What follows belongs to an exercise in optimizing a design on an open flow for small area; a production flow would make more cautious choices. No functional check of the RTL was part of this run. Power figures rest on the tool's default switching activity, not on a simulated workload.

==> flow/run.sh <==
#!/bin/bash
# synth_recipe.tcl (not shown) runs the flow's synth.tcl, then flattens the netlist and writes it again
# the make line also repeats each setting of config.mk as NAME=value (left out here)
make -C /OpenROAD-flow-scripts/flow DESIGN_CONFIG=/design/flow/config.mk WORK_HOME=/design/flow/orfs CLKGATE_MAP_FILE= SYNTH_SCRIPT=/design/flow/synth_recipe.tcl finish
==> flow/constraint.sdc <==
create_clock -name core_clock -period 150.0 [get_ports {clk}]
set_input_delay 30.0000 -clock core_clock [delete_from_list [all_inputs] [get_ports {clk}]]
set_output_delay 30.0000 -clock core_clock [all_outputs]
set_load 0.01 [all_outputs]
==> flow/config.mk <==
export PLATFORM = sky130hd
export DESIGN_NAME = freq_meter
export DESIGN_NICKNAME = freq_meter
export VERILOG_FILES = /design/flow/design.v
export SDC_FILE = /design/flow/constraint.sdc
export NUM_CORES = 4
export LEC_CHECK = 0
export ABC_AREA = 1
export CAP_MARGIN = 20
export CORE_MARGIN = 2
export CORE_UTILIZATION = 40
export SLEW_MARGIN = 20
==> flow/design.v <==
module cymometer(
    input               clk,
    input               rst_n,
    input               sig_fx,
    input               gate_pre,
    input               sweep,
    input       [5:0]   step,
    output reg  [5:0]   kilo,
    output reg  [11:0]  low_bcd
);
localparam [31:0] FX_SCALE = 32'd390625;    
reg         fx_d;
reg         gate_fx_r;
reg         gate;
reg         seen;           
wire        fx_en = sig_fx & ~fx_d;
always @(posedge clk or negedge rst_n) begin
    if (!rst_n) begin
        fx_d      <= 1'b0;
        gate_fx_r <= 1'b0;
        gate      <= 1'b0;
        seen      <= 1'b0;
    end else begin
        fx_d <= sig_fx;
        if (fx_en) begin
            gate_fx_r <= gate_pre;
            gate      <= gate_fx_r;
        end
        if (gate)
            seen <= 1'b1;
    end
end
reg [13:0]  fs;
reg [31:0]  num;
always @(posedge clk) begin
    if (sweep & (step == 6'd51))
        fs <= 14'd0;
    else
        fs <= fs + gate;
    if (sweep)
        num <= {num[30:0], 1'b0};
    else if (fx_en & gate)
        num <= num + FX_SCALE;
end
reg  [13:0] rem;
wire [14:0] rem2 = {(step == 6'd0) ? 14'd0 : rem, num[31]};
wire [15:0] rem_sub = {1'b0, rem2} - {2'b0, fs};
wire        q_bit = ~rem_sub[15];
always @(posedge clk)
    rem <= q_bit ? rem_sub[13:0] : rem2[13:0];
reg  [9:0]  rem_k;
wire [10:0] rem_k2 = {(step == 6'd15) ? 10'd0 : rem_k, q_bit};
wire        k_bit = (rem_k2 >= 11'd1000);
always @(posedge clk)
    rem_k <= k_bit ? rem_k2 - 11'd1000 : rem_k2;
function [3:0] dd_adj(input [3:0] d);
    dd_adj = (d > 4'd4) ? d + 4'd3 : d;
endfunction
wire        dd_clr = (step == 6'd26);
wire        dd_en  = sweep & seen & (step >= 6'd26) & (step <= 6'd40);
wire [3:0]  a0 = dd_adj(dd_clr ? 4'd0 : low_bcd[3:0]);
wire [3:0]  a1 = dd_adj(dd_clr ? 4'd0 : low_bcd[7:4]);
wire [3:0]  a2 = dd_adj(dd_clr ? 4'd0 : low_bcd[11:8]);
wire [5:0]  ak = dd_clr ? 6'd0 : kilo;
always @(posedge clk or negedge rst_n) begin
    if (!rst_n) begin
        kilo    <= 6'd0;
        low_bcd <= 12'd0;
    end else if (dd_en) begin
        kilo    <= {ak[4:0], a2[3]};
        low_bcd <= {a2[2:0], a1[3], a1[2:0], a0[3], a0[2:0], k_bit};
    end
end
endmodule
module data_deal(
    input               clk,
    input               rst_n,
    output reg          half,
    output reg [3:0]    byte_i,
    output reg [3:0]    bit_i,
    output reg [5:0]    tick,
    output              sweep,
    output reg [15:0]   frame_bcd
);
wire last_byte = byte_i[3] & byte_i[2];           
wire wrap      = last_byte & (tick == 6'd15);     
wire tick_end  = (tick == 6'd51);
always @(posedge clk or negedge rst_n) begin
    if (!rst_n) begin
        half   <= 1'b0;
        byte_i <= 4'd12;
        bit_i  <= 4'd0;
        tick   <= 6'd13;
    end else begin
        if (last_byte & (tick == 6'd10))
            half <= ~half;
        if (wrap | tick_end)
            tick <= 6'd0;
        else
            tick <= tick + 1'b1;
        if (tick_end)
            bit_i <= bit_i + 1'b1;
        if (wrap)
            byte_i <= 4'd0;
        else if (tick_end & (&bit_i))
            byte_i <= byte_i + 1'b1;
    end
end
assign sweep = ~half & (byte_i == 4'd2) & (bit_i == 4'd7);
always @(posedge clk or negedge rst_n) begin
    if (!rst_n)
        frame_bcd <= 16'd0;
    else if (wrap & ~half) begin
        if (frame_bcd[3:0] != 4'd9)
            frame_bcd[3:0] <= frame_bcd[3:0] + 1'b1;
        else begin
            frame_bcd[3:0] <= 4'd0;
            if (frame_bcd[7:4] != 4'd9)
                frame_bcd[7:4] <= frame_bcd[7:4] + 1'b1;
            else begin
                frame_bcd[7:4] <= 4'd0;
                if (frame_bcd[11:8] != 4'd9)
                    frame_bcd[11:8] <= frame_bcd[11:8] + 1'b1;
                else begin
                    frame_bcd[11:8] <= 4'd0;
                    if (frame_bcd[15:12] != 4'd9)
                        frame_bcd[15:12] <= frame_bcd[15:12] + 1'b1;
                    else
                        frame_bcd[15:12] <= 4'd0;
                end
            end
        end
    end
end
endmodule
module SegLed(
    input               clk,
    input               rst_n,
    input       [5:0]   kilo,
    input       [11:0]  low_bcd,
    output reg  [7:0]   sm_seg,
    output reg  [3:0]   sm_bit
);
parameter CNT_10MS = 2400;
reg [11:0]  cnt_w;
wire        adv = (cnt_w == CNT_10MS);
always @(posedge clk or negedge rst_n) begin
    if (!rst_n) begin
        cnt_w  <= CNT_10MS;
        sm_bit <= 4'b1111;
    end else begin
        cnt_w <= adv ? 12'd0 : cnt_w + 1'b1;
        if (adv)
            sm_bit <= {sm_bit[2:0], sm_bit[3] & ~(&sm_bit[2:0])};
    end
end
wire [3:0] thousands = kilo % 10;
reg  [3:0] digit;
always @(*) begin
    digit = 4'd0;
    if (!sm_bit[0]) digit = low_bcd[3:0];
    if (!sm_bit[1]) digit = low_bcd[7:4];
    if (!sm_bit[2]) digit = low_bcd[11:8];
    if (!sm_bit[3]) digit = thousands;
end
always @(*) begin
    case (digit)
    4'd0: sm_seg = 8'hc0;
    4'd1: sm_seg = 8'hf9;
    4'd2: sm_seg = 8'ha4;
    4'd3: sm_seg = 8'hb0;
    4'd4: sm_seg = 8'h99;
    4'd5: sm_seg = 8'h92;
    4'd6: sm_seg = 8'h82;
    4'd7: sm_seg = 8'hf8;
    4'd8: sm_seg = 8'h80;
    4'd9: sm_seg = 8'h90;
    default: sm_seg = 8'hc0;
    endcase
end
endmodule
module uart_transfer(
    input               half,
    input       [3:0]   byte_i,
    input       [3:0]   bit_i,
    input       [5:0]   kilo,
    input       [11:0]  low_bcd,
    input       [15:0]  frame_bcd,
    output              txd
);
reg [7:0] char;
always @(*) begin
    case (byte_i)
    4'd0:    char = 8'h41;
    4'd1:    char = {2'b00, kilo} + 8'd48;
    4'd2:    char = {4'h3, low_bcd[11:8]};
    4'd3:    char = {4'h3, low_bcd[7:4]};
    4'd4:    char = {4'h3, low_bcd[3:0]};
    4'd5:    char = 8'h42;
    4'd6:    char = {4'h3, frame_bcd[15:12]};
    4'd7:    char = {4'h3, frame_bcd[11:8]};
    4'd8:    char = {4'h3, frame_bcd[7:4]};
    4'd9:    char = {4'h3, frame_bcd[3:0]};
    default: char = 8'h43;
    endcase
end
wire [3:0] bit_m1 = bit_i - 1'b1;
wire       sending = half & (byte_i <= 4'd10) & (bit_i <= 4'd8);
assign txd = ~sending | ((bit_i != 4'd0) & char[bit_m1[2:0]]);
endmodule
module freq_meter(
    input               clk,
    input               rst_n,
    input               sig_fx,
    output  wire [7:0]  sm_seg,
    output  wire [3:0]  sm_bit,
    output              uart_txd
);
wire        half;           
wire [3:0]  byte_i;         
wire [3:0]  bit_i;          
wire [5:0]  tick;           
wire [15:0] frame_bcd;      
wire        sweep;          
wire [5:0]  kilo;           
wire [11:0] low_bcd;        
data_deal u_data_deal(
    .clk        (clk),
    .rst_n      (rst_n),
    .half       (half),
    .byte_i     (byte_i),
    .bit_i      (bit_i),
    .tick       (tick),
    .sweep      (sweep),
    .frame_bcd  (frame_bcd)
);
cymometer u_cymometer(
    .clk        (clk),
    .rst_n      (rst_n),
    .sig_fx     (sig_fx),
    .gate_pre   (half),
    .sweep      (sweep),
    .step       (tick),
    .kilo       (kilo),
    .low_bcd    (low_bcd)
);
SegLed u_SegLed(
    .clk        (clk),
    .rst_n      (rst_n),
    .kilo       (kilo),
    .low_bcd    (low_bcd),
    .sm_seg     (sm_seg),
    .sm_bit     (sm_bit)
);
uart_transfer u_uart_transfer(
    .half       (half),
    .byte_i     (byte_i),
    .bit_i      (bit_i),
    .kilo       (kilo),
    .low_bcd    (low_bcd),
    .frame_bcd  (frame_bcd),
    .txd        (uart_txd)
);
endmodule
==> out/qor.yml <==
run_status:
  outcome: "finished clean"
sta:
  final-max-slew-violation-count: 0
  grt_setup_unrepaired: "false"
  hold_violations: 0
  min_period_over_period_pct: 22.7
  fmax_ghz: 0.0294
  finalSetupViolCount: 0
  tightest_slew_ns: 0.898
  tns_ns: 0
  fin_crit_ns: 34.01
  fin_skew_ns: 0.0103
  max_slew_margin_pct: 40.1
clock_tree:
  clockBufferDepth: 2
  cts-buffers-inserted: 17
  clk_pin_slew_ns: 0.06
  cts_tree: "built"
  clkSinkCount: 139
  clk_latency_ns: 0.42
  cts_resized: 0
  cts_setup_buffers: 0
  hold_buffers: 0
  htree_levels: 4
  cts_root_buf: "clkbuf_16"
logic_synthesis:
  syn_area_sq_um: 8840
  synth_compound_area_share_pct: 14.1
  synth_nets: 1234
  ys_async_sr_fraction_pct: 49.6
  ys_ff_latch: 139
  synth-simple-area-share_pct: 25.9
  synth_edf_count: 31
  synth-main-ff-cell: "dfrtp_1"
  synth-xor-area-share_pct: 4.76
  ys_seq_area_share_pct: 39.1
  synthDistinctLibCells: 55
  muxShareOfSynthArea_pct: 0
  synth_area_per_cell_sq_um: 7.46
  synth_warnings: 4
  synth_top_family_by_area: "simple AND/OR/NAND/NOR gates"
  netlist_instances: 1184
  synth_fa_ha_area_share_pct: 6.74
floorplan:
  core_sq_um: 21800
  die_h_um: 153
  placementRows: 54
  ios: 16
  die_w_um: 153
  start_util_pct: 40.6
  dieArea_sq_um: 23300
worst_setup_path:
  critical_path_required_ns: 120.00
  rrSetupSlack_ns: 146.27
  crit_type: "flip-flop to output port"
  cp.arrival_ns: 4.01
  worstPathMaxFanout: 6
  startpoint_type: "flip-flop"
  reg2reg_depth: 15
  r2r-end: "u_cymometer.rem[3]"
  regToRegStartpoint: "u_data_deal.tick[4]"
  worstSetupStartpoint: "u_cymometer.kilo[4]"
  endpoint_kind: "output port"
global_route:
  grt_overflow: 0
  antenna_found_initial: 0
  grt_first_pass_wirelength_mm: 32.8
  grt.busiest_layer: "met2"
  met3_usage_pct: 3.30
  gr-usage-all-layers_pct: 16.7
  grt.met2_usage_pct: 26.3
  grt_pass1_vias: 7068
  grt_max_degree: 70
  use_met1_pct: 23.4
cells_and_area:
  fill_cells: 2211
  nets: 1254
  area_growth_pct: 10.9
  n_antenna_cell: 0
  fin_area_sq_um: 9800
  layout-drive-gt1-share_pct: 5.83
routing:
  drcViolationCount: 0
  drt-initial-drc-count: 426
  ant_nets: 0
  drt-vias-per-instance: 5.04
  dr.pass1.iters: 7
  wirelength_mm: 18.9
  wl_per_cell_um: 12.6
  dr_total_vias: 7539
power_and_ir_drop:
  cellInternalPower_uw: 77.0
  cellPowerDensity_nw_per_um2: 11.5
  peakVddDrop_uv: 6.54
  combinationalPowerShare_pct: 25.7
  p_leak_nw: 4.44
  sequentialPowerShare_pct: 39.8
  swShare_pct: 31.4
  p_clk_share_pct: 34.5
  fin_total_pwr_uw: 112
  switchingPower_uw: 35.3
run:
  maxCapViolCount: 0
placed_design:
  portBuffers: 14
  place_area_sq_um: 9260
  globalplace.congestion: 0.827
  hpwl_mm: 13.6
hold_path:
  hp-start: "u_cymometer.rem_k[1]"
  hold-path-endpoint: "u_cymometer.rem_k[2]"
  hold_depth: 2
  hp-class: "flip-flop to flip-flop"
-- synthesized netlist by cell type (all sizes together), types with 4 or more instances --
library cell / count / area (sq um)
ha: 46 / 576
edfxtp: 31 / 931
o22ai: 30 / 188
nand2: 237 / 897
nor4: 15 / 145
clkbuf: 8 / 30.0
a21oi: 67 / 335
nand3: 87 / 448
a31oi: 8 / 50.1
inv: 199 / 749
dfstp: 13 / 342
nand4: 18 / 119
o2111ai: 4 / 35.0
nor2: 121 / 488
xor2: 37 / 324
or2: 6 / 37.5
nor3: 20 / 100
dfrtp: 56 / 1400
o21ai: 92 / 464
dfxtp: 39 / 781
xnor2: 11 / 96.3
buf: 9 / 53.8
-- how the worst max path moves through the flow --
stage | end | cells after the start
after floorplan | sm_seg[3] | 19
after global routing | sm_seg[0] | 21
after CTS | sm_seg[3] | 20
final | sm_seg[3] | 20
after global placement | sm_seg[3] | 20
after detailed placement | sm_seg[3] | 20
-- power by group through the flow --
stage | Sequential, mW | Clock [mW] | Combinational (mW)
2_1_floorplan | 0.0449 | 0 | 0.0240
3_3_place_gp | 0.0453 | 0 | 0.0285
3_5_place_dp | 0.0454 | 0 | 0.0288
4_1_cts | 0.0447 | 0.0399 | 0.0290
5_1_grt | 0.0452 | 0.0413 | 0.0344
6_report | 0.0447 | 0.0387 | 0.0288
-- final cells by class --
type / count / area, sq um / share of cell area (%)
Tap cell: 280 / 350 / 3.57
Clock buffer: 26 / 499 / 5.09
Sequential cell: 139 / 3450 / 35.2
Inverter: 199 / 749 / 7.64
Timing Repair Buffer: 18 / 163 / 1.66
Clock inverter: 6 / 38.8 / 0.396
Multi-Input combinational cell: 829 / 4550 / 46.4
-- sequential cells by signal (all words and copies together), names as in the netlist, 4 cells and up --
name / count
u_cymometer.low_bcd: 12
u_SegLed.sm_bit: 4
u_cymometer.fs: 14
u_cymometer.rem_k: 10
u_SegLed.cnt_w: 12
u_data_deal.byte_i: 4
u_data_deal.tick: 6
u_data_deal.bit_i: 4
u_cymometer.rem: 14
u_cymometer.kilo: 6
u_data_deal.frame_bcd: 16
u_cymometer.num: 32
-- critical path, cell delays in order (launching register included) --
cell             delay (ns)
dfrtp_1                0.43
inv_1                  0.12
ha_1                   0.21
or2_2                  0.30
ha_1                   0.27
nand2_1                0.08
nand2_1                0.08
nor2_1                 0.14
nand2_1                0.08
nand3_1                0.07
nand2_1                0.05
nor2_1                 0.27
nand2_1                0.15
nand2_1                0.08
nand3_1                0.06
nand2_1                0.18
inv_1                  0.08
ha_1                   0.28
nor2_1                 0.04
nor2_1                 0.10
clkdlybuf4s50_1        0.54
-- metrics by stage --
stage | utilization (%) | setup slack (ns) | instances | hold WS [ns]
final | 45.1 | 115.99 | 1497 | 0.429
after global placement | 42.6 | 116.55 | 1464 | 0.421
after detailed placement | 42.6 | 116.47 | 1464 | 0.425
after floorplan | - | 117.25 | 1184 | 0.405
after CTS | 45.0 | 115.99 | 1496 | 0.438
after global routing | 45.1 | 115.53 | 1497 | 0.460
-- kinds of logic (layout without fill, tap and decap cells) --
logic type,Yosys count,count (layout)
AOI/OAI and AO/OA,222,222
buffers and inverters,216,249
other,1,1
DFF,139,139
adders and majority gates,47,47
xor gates and xnor gates,48,48
and+or+nand+nor,511,511
-- layer usage --
metal	vias to the layer above	routed length, um
li1	3952	-
met1	3449	9840
met4	0	265
met3	26	574
met2	112	8240
met5	-	0
-- layout by cell type, fill, tap and decap left out, types with 4 or more instances in the layout --
cell type | synthesis | final
nand2_1 | 234 | 234
inv_1 | 195 | 195
nor2_1 | 115 | 115
nand3_1 | 86 | 86
o21ai_0 | 85 | 85
a21oi_1 | 67 | 67
dfrtp_1 | 56 | 56
ha_1 | 46 | 46
dfxtp_1 | 39 | 39
xor2_1 | 37 | 37
edfxtp_1 | 31 | 31
o22ai_1 | 30 | 30
nor3_1 | 20 | 20
nand4_1 | 17 | 17
clkbuf_16 | 0 | 17
clkdlybuf4s50_1 | 0 | 13
dfstp_2 | 13 | 13
nor4_1 | 11 | 11
xnor2_1 | 11 | 11
a31oi_1 | 8 | 8
or2_2 | 6 | 6
o21ai_1 | 6 | 6
clkbuf_1 | 8 | 5
o2111ai_1 | 4 | 4
nor2_2 | 4 | 4
clkbuf_8 | 0 | 4

==> re-timing with driven ports <==
The flow's constraints put no driver on any port. The routed layout listed below was extracted and timed again, unchanged, in two steps.
Step 1, drivers: a clkbuf_16 drives clk and a buf_2 each remaining input, both assumed.
Step 2 adds t to the input delays and takes it off the output delays; t is the mean of the earliest and latest rising clock arrival at the registers after step 1. Input paths then give back, and output paths get back, about the clock's delay inside the block.
Slacks: ideal / step 1 / step 2; pairs: ideal / step 1.
t (ns): 0.468
slack for setup (ns): 115.990 / 115.941 / 116.409
worst hold slack (ns): 0.429 / 0.429 / 0.429
worst setup path at the end: register to output
latest minus earliest clock arrival (ns): 0.011 / 0.011
After both steps this run still meets setup and hold. For this run, drivers alone change the setup slack by -0.049 ns; drivers and shift together by +0.419 ns.
